This design comes from an exercise in tuning for small area and a short achievable clock period on the open sky130 flow, not from production work.
Where RTL was checked, it was by simulation tests only, not by an equivalence proof against the original.
No activity file was given, so power comes from the tool's default toggle rates.

Setup of the baseline:
==> flow/design.v <==
`timescale 1ns / 1ps
module CPU(
input [15:0]i_datain,
input [15:0]d_datain,
input clock,
input reset,
input enable,
input start,
output [7:0]i_addr,
output [7:0]d_addr,
output [15:0]d_dataout,
output d_we
);
reg        state;           
wire       run = state;
reg  [7:0] pc;
reg  [4:0] id_op;           
reg  [10:0] id_f;           
reg  [2:0] id_ixl, id_ixh, id_iy;    
reg  [4:0] ex_op;           
reg  [2:0] ex_rd;
reg  [15:0] ex_a, ex_b;
reg        ex_cin;
reg  [7:0] ex_sd;           
reg  [15:0] m_c;
reg  [7:0] m_sd;
reg        m_we, m_take, m_wen, m_halt;    
reg        m_load;
reg  [2:0] m_rd;
reg  [15:0] w_c;
reg        w_wen, w_halt;                  
reg  [2:0] w_rd;
reg        zf, nf, cf;
reg  [15:0] gr [7:0];
assign i_addr    = pc;
assign d_addr    = m_c[7:0];
assign d_we      = m_we;
assign d_dataout = {m_c[15:8], m_sd};
always @(posedge clock or negedge reset)
    if (!reset)
        state <= 1'b0;
    else if (state)
        state <= enable & ~w_halt;
    else
        state <= enable & start;
wire [4:0] f_op = i_datain[15:11];
wire f_user1 = (f_op == 5'b10000) || (f_op == 5'b01001) || (f_op == 5'b01011)
             || (f_op[4:3] == 2'b11);
wire f_store = (f_op == 5'b00011);
always @(posedge clock or negedge reset)
    if (!reset) begin
        pc <= 8'd0;
        id_op <= 5'd0;
    end else if (run) begin
        pc <= m_take ? m_c[7:0] : pc + 8'd1;
        id_op <= f_op;
    end
always @(posedge clock)
    if (run) begin
        id_f <= i_datain[10:0];
        id_ixl <= f_user1 ? i_datain[10:8] : i_datain[6:4];
        id_ixh <= f_user1 ? i_datain[10:8] : i_datain[6:4];
        id_iy  <= f_store ? i_datain[10:8] : i_datain[2:0];
    end
reg  [7:0] gv;
wire [15:0] rx = {gr[id_ixh][15:8] & {8{gv[id_ixh]}}, gr[id_ixl][7:0] & {8{gv[id_ixl]}}};
wire [15:0] ry = gr[id_iy] & {16{gv[id_iy]}};
wire [7:0]  imm8 = id_f[7:0];
wire d_jump  = (id_op == 5'b11000);
wire d_store = (id_op == 5'b00011);
wire d_shl   = (id_op[4:1] == 4'b0010);
wire d_val3  = (id_op[4:2] == 3'b001) || (id_op[4:1] == 4'b0001);   
wire d_imm   = (id_op == 5'b01001) || (id_op == 5'b01011) || (id_op[4:3] == 2'b11);
wire d_ldih  = (id_op == 5'b10000);
wire d_sub   = (id_op == 5'b01010) || (id_op == 5'b01011) || (id_op == 5'b10010)
             || (id_op == 5'b01100);
wire d_addc  = (id_op == 5'b10001);
wire d_subc  = (id_op == 5'b10010);
integer k;
reg [15:0] d_a, d_b;
always @(*) begin
    for (k = 0; k < 16; k = k + 1)
        d_a[k] = d_shl ? rx[15-k] : rx[k];
    if (d_store) d_a[15:8] = 8'd0;
    if (d_val3)
        d_b = {(d_store ? ry[15:8] : 8'd0), 4'd0, id_f[3:0]};
    else if (d_imm)
        d_b = {8'd0, imm8};
    else if (d_ldih)
        d_b = {imm8, 8'd0};
    else
        d_b = ry;
    if (d_sub) d_b = ~d_b;
end
always @(posedge clock or negedge reset)
    if (!reset)
        ex_op <= 5'd0;
    else if (run)
        ex_op <= id_op;
always @(posedge clock)
    if (run) begin
        ex_rd <= id_f[10:8];
        ex_a <= d_a;
        ex_b <= d_b;
        ex_cin <= d_addc ? cf : d_subc ? ~cf : d_sub;
        ex_sd <= ry[7:0];
    end
wire [15:0] a = ex_a;
wire [15:0] b = ex_b;
reg  [16:0] pg, pp;
reg  [16:0] c;
integer lv, j;
always @(*) begin
    pg = {a & b, ex_cin};
    pp = {a ^ b, 1'b0};
    for (lv = 0; lv < 5; lv = lv + 1)
        for (j = 16; j >= 0; j = j - 1)
            if (j[lv]) begin
                pg[j] = pg[j] | (pp[j] & pg[((j >> lv) << lv) - 1]);
                pp[j] = pp[j] & pp[((j >> lv) << lv) - 1];
            end
    c = pg;
end
wire [15:0] sum = (a ^ b) ^ c[15:0];
wire        cout = c[16];
wire [15:0] p = a ^ b;
wire [15:0] o = a | b;
wire        z = &(~(p ^ {o[14:0], ex_cin}));
reg t3, t2, t1;
always @(*) begin
    case (ex_op)
        5'b01101: {t3, t2, t1} = 3'b100;    
        5'b01110: {t3, t2, t1} = 3'b111;    
        5'b01111: {t3, t2, t1} = 3'b011;    
        default:  {t3, t2, t1} = 3'b101;    
    endcase
end
wire [15:0] lg = (a & b & {16{t3}}) | (a & ~b & {16{t2}}) | (~a & b & {16{t1}});
wire        e_shl = (ex_op[4:1] == 4'b0010);
wire        fill = (ex_op == 5'b00111) & a[15];
wire [31:0] sh0 = {{16{fill}}, a};
wire [31:0] sh1 = b[0] ? {1'b0, sh0[31:1]} : sh0;
wire [31:0] sh2 = b[1] ? {2'b0, sh1[31:2]} : sh1;
wire [31:0] sh3 = b[2] ? {4'b0, sh2[31:4]} : sh2;
wire [15:0] y   = b[3] ? sh3[23:8] : sh3[15:0];
reg  [15:0] yr;
always @(*)
    for (k = 0; k < 16; k = k + 1)
        yr[k] = y[15-k];
wire e_logic = (ex_op[4:2] == 3'b011);
wire e_shift = (ex_op[4:2] == 3'b001);
wire e_jump  = (ex_op == 5'b11000);
wire e_store = (ex_op == 5'b00011);
wire [15:0] sh = e_shl ? yr : y;
wire [7:0] res_lo = (e_logic | e_jump) ? lg[7:0] : e_shift ? sh[7:0] : sum[7:0];
wire [7:0] res_hi = (e_logic | e_store) ? lg[15:8] : e_shift ? sh[15:8] : sum[15:8];
wire e_zn = (ex_op == 5'b01000) || (ex_op == 5'b01001) || (ex_op == 5'b10001)
          || (ex_op == 5'b01010) || (ex_op == 5'b01011) || (ex_op == 5'b10010)
          || (ex_op == 5'b01100);
wire e_c  = (ex_op == 5'b01000) || (ex_op == 5'b01001) || (ex_op == 5'b10001);
wire kill = (ex_op == 5'b10001) & ex_cin & (&b);
reg cond;
always @(*)
    case (ex_op[2:1])
        2'b00: cond = 1'b1;
        2'b01: cond = zf;
        2'b10: cond = nf;
        2'b11: cond = cf;
    endcase
wire e_take = (ex_op[4:3] == 2'b11) && ((ex_op[2:1] == 2'b00) || (cond ^ ex_op[0]));
wire e_wen = (ex_op == 5'b00010) || (ex_op == 5'b10000) || (ex_op == 5'b01000)
          || (ex_op == 5'b01001) || (ex_op == 5'b10001) || (ex_op == 5'b01010)
          || (ex_op == 5'b01011) || (ex_op == 5'b10010) || (ex_op == 5'b01101)
          || (ex_op == 5'b01110) || (ex_op == 5'b01111) || (ex_op[4:2] == 3'b001);
always @(posedge clock or negedge reset)
    if (!reset) begin
        zf <= 1'b0; nf <= 1'b0; cf <= 1'b0;
        m_we <= 1'b0; m_take <= 1'b0; m_wen <= 1'b0; m_halt <= 1'b0;
    end else if (run) begin
        if (e_zn) begin
            zf <= z;
            nf <= sum[15];
        end
        if (e_c)
            cf <= cout & ~kill;
        m_we <= e_store;
        m_take <= e_take;
        m_wen <= e_wen;
        m_halt <= (ex_op == 5'b00001);
    end
always @(posedge clock)
    if (run) begin
        m_c <= {res_hi, res_lo};
        m_sd <= ex_sd;
        m_load <= (ex_op == 5'b00010);
        m_rd <= ex_rd;
    end
always @(posedge clock or negedge reset)
    if (!reset) begin
        w_wen <= 1'b0; w_halt <= 1'b0;
    end else if (run) begin
        w_wen <= m_wen;
        w_halt <= m_halt;
    end
always @(posedge clock)
    if (run) begin
        w_c <= m_load ? d_datain : m_c;
        w_rd <= m_rd;
    end
always @(posedge clock or negedge reset)
    if (!reset)
        gv <= 8'd0;
    else if (run & w_wen)
        gv[w_rd] <= 1'b1;
always @(posedge clock)
    if (run & w_wen)
        gr[w_rd] <= w_c;
endmodule
export LEC_CHECK = 0
export CAP_MARGIN = 20
export CORE_MARGIN = 2
export CORE_UTILIZATION = 40
export SLEW_MARGIN = 20
create_clock -name core_clock -period 3.8 [get_ports {clock}]
run.sh (not shown) runs the stock make flow with config.mk's settings and CLKGATE_MAP_FILE= SYNTH_SCRIPT=/design/flow/synth_recipe.tcl, a recipe that flattens the netlist after the stock synthesis.
#### Input delta (the candidate over the baseline)
--- a/flow/design.v
+++ b/flow/design.v
@@ -14,11 +14,11 @@
 reg        state;           
 wire       run = state;
 reg  [7:0] pc;
 reg  [4:0] id_op;           
 reg  [10:0] id_f;           
-reg  [2:0] id_ixl, id_ixh, id_iy;    
+reg  [2:0] id_ixl, id_iy;    
 reg  [4:0] ex_op;           
 reg  [2:0] ex_rd;
 reg  [15:0] ex_a, ex_b;
 reg        ex_cin;
 reg  [7:0] ex_sd;           
@@ -30,10 +30,11 @@
 reg  [15:0] w_c;
 reg        w_wen, w_halt;                  
 reg  [2:0] w_rd;
 reg        zf, nf, cf;
 reg  [15:0] gr [7:0];
+integer k;
 assign i_addr    = pc;
 assign d_addr    = m_c[7:0];
 assign d_we      = m_we;
 assign d_dataout = {m_c[15:8], m_sd};
 always @(posedge clock or negedge reset)
@@ -57,16 +58,24 @@
     end
 always @(posedge clock)
     if (run) begin
         id_f <= i_datain[10:0];
         id_ixl <= f_user1 ? i_datain[10:8] : i_datain[6:4];
-        id_ixh <= f_user1 ? i_datain[10:8] : i_datain[6:4];
         id_iy  <= f_store ? i_datain[10:8] : i_datain[2:0];
     end
 reg  [7:0] gv;
-wire [15:0] rx = {gr[id_ixh][15:8] & {8{gv[id_ixh]}}, gr[id_ixl][7:0] & {8{gv[id_ixl]}}};
-wire [15:0] ry = gr[id_iy] & {16{gv[id_iy]}};
+wire [7:0] selx = (8'd1 << id_ixl) & gv;
+wire [7:0] sely = (8'd1 << id_iy) & gv;
+reg  [15:0] rx, ry;
+always @(*) begin
+    rx = 16'd0;
+    ry = 16'd0;
+    for (k = 0; k < 8; k = k + 1) begin
+        rx = rx | (gr[k] & {16{selx[k]}});
+        ry = ry | (gr[k] & {16{sely[k]}});
+    end
+end
 wire [7:0]  imm8 = id_f[7:0];
 wire d_jump  = (id_op == 5'b11000);
 wire d_store = (id_op == 5'b00011);
 wire d_shl   = (id_op[4:1] == 4'b0010);
 wire d_val3  = (id_op[4:2] == 3'b001) || (id_op[4:1] == 4'b0001);   
@@ -74,11 +83,10 @@
 wire d_ldih  = (id_op == 5'b10000);
 wire d_sub   = (id_op == 5'b01010) || (id_op == 5'b01011) || (id_op == 5'b10010)
              || (id_op == 5'b01100);
 wire d_addc  = (id_op == 5'b10001);
 wire d_subc  = (id_op == 5'b10010);
-integer k;
 reg [15:0] d_a, d_b;
 always @(*) begin
     for (k = 0; k < 16; k = k + 1)
         d_a[k] = d_shl ? rx[15-k] : rx[k];
     if (d_store) d_a[15:8] = 8'd0;
@@ -105,26 +113,28 @@
         ex_cin <= d_addc ? cf : d_subc ? ~cf : d_sub;
         ex_sd <= ry[7:0];
     end
 wire [15:0] a = ex_a;
 wire [15:0] b = ex_b;
-reg  [16:0] pg, pp;
-reg  [16:0] c;
+reg  [15:0] gg, gp, tg, tp;
 integer lv, j;
 always @(*) begin
-    pg = {a & b, ex_cin};
-    pp = {a ^ b, 1'b0};
-    for (lv = 0; lv < 5; lv = lv + 1)
-        for (j = 16; j >= 0; j = j - 1)
-            if (j[lv]) begin
-                pg[j] = pg[j] | (pp[j] & pg[((j >> lv) << lv) - 1]);
-                pp[j] = pp[j] & pp[((j >> lv) << lv) - 1];
+    gg = a & b;
+    gp = a ^ b;
+    for (lv = 0; lv < 4; lv = lv + 1) begin
+        tg = gg;
+        tp = gp;
+        for (j = 0; j < 16; j = j + 1)
+            if (j >= (1 << lv)) begin
+                gg[j] = tg[j] | (tp[j] & tg[j - (1 << lv)]);
+                gp[j] = tp[j] & tp[j - (1 << lv)];
             end
-    c = pg;
-end
-wire [15:0] sum = (a ^ b) ^ c[15:0];
-wire        cout = c[16];
+    end
+end
+wire [15:0] p0 = a ^ b;
+wire [15:0] sum = (p0 ^ {gg[14:0], 1'b0}) ^ ({gp[14:0], 1'b1} & {16{ex_cin}});
+wire        cout = gg[15] | (gp[15] & ex_cin);
 wire [15:0] p = a ^ b;
 wire [15:0] o = a | b;
 wire        z = &(~(p ^ {o[14:0], ex_cin}));
 reg t3, t2, t1;
 always @(*) begin
Results
Looking at power spent charging and discharging nets across both flows, the candidate is the weaker of the two, with the baseline ahead. Going from the baseline to the candidate, synthesized area now sits at about the same level, time the final worst path needs with I/O delays and setup now sits higher, area of the die now sits at about the same level. Global-route track usage on met3, the candidate and the baseline: smaller value in the baseline. Taking the baseline as 1.0, the candidate lands at 0.837 on number of clock buffer instances in the layout. Compared with the baseline, the candidate shows a routed via count that is 1,406 higher. The baseline -> the candidate: power in sequential cells flat. Changes observed in the candidate relative to the baseline: worst setup timing slack at the placement stage fell 120 ps; final worst slack fell 150 ps; portion of total power attributed to the clock network rose 0.9 points. Lower routed wire length goes to the baseline over the candidate.
Only the layout flow was run in the candidate; the RTL was not checked for function there.

## static timing again, ports no longer ideal
No port has a modelled driver above. Below, the same layouts with a new extraction and two added sets of constraints. Step 1: set_driving_cell puts a clkbuf_16 on clock and a buf_2 on each other input, an assumption about the parent block. Step 2 moves the port delays by t, midway between the first and last clock arrival at a register: inputs arrive t later, outputs are due t later. That takes back most of the time a late clock gives input paths. Slacks: ideal ports / drivers / drivers and shift; pairs: ideal ports / drivers.
run	shift t [ns]	setup slack, ns	latest minus earliest clock arrival (ns)
the baseline	0.619	0.604 / 0.604 / 0.604	0.040 / 0.041
the candidate	0.621	0.457 / 0.457 / 0.457	0.039 / 0.039
After both steps setup and hold are still met in every run listed.
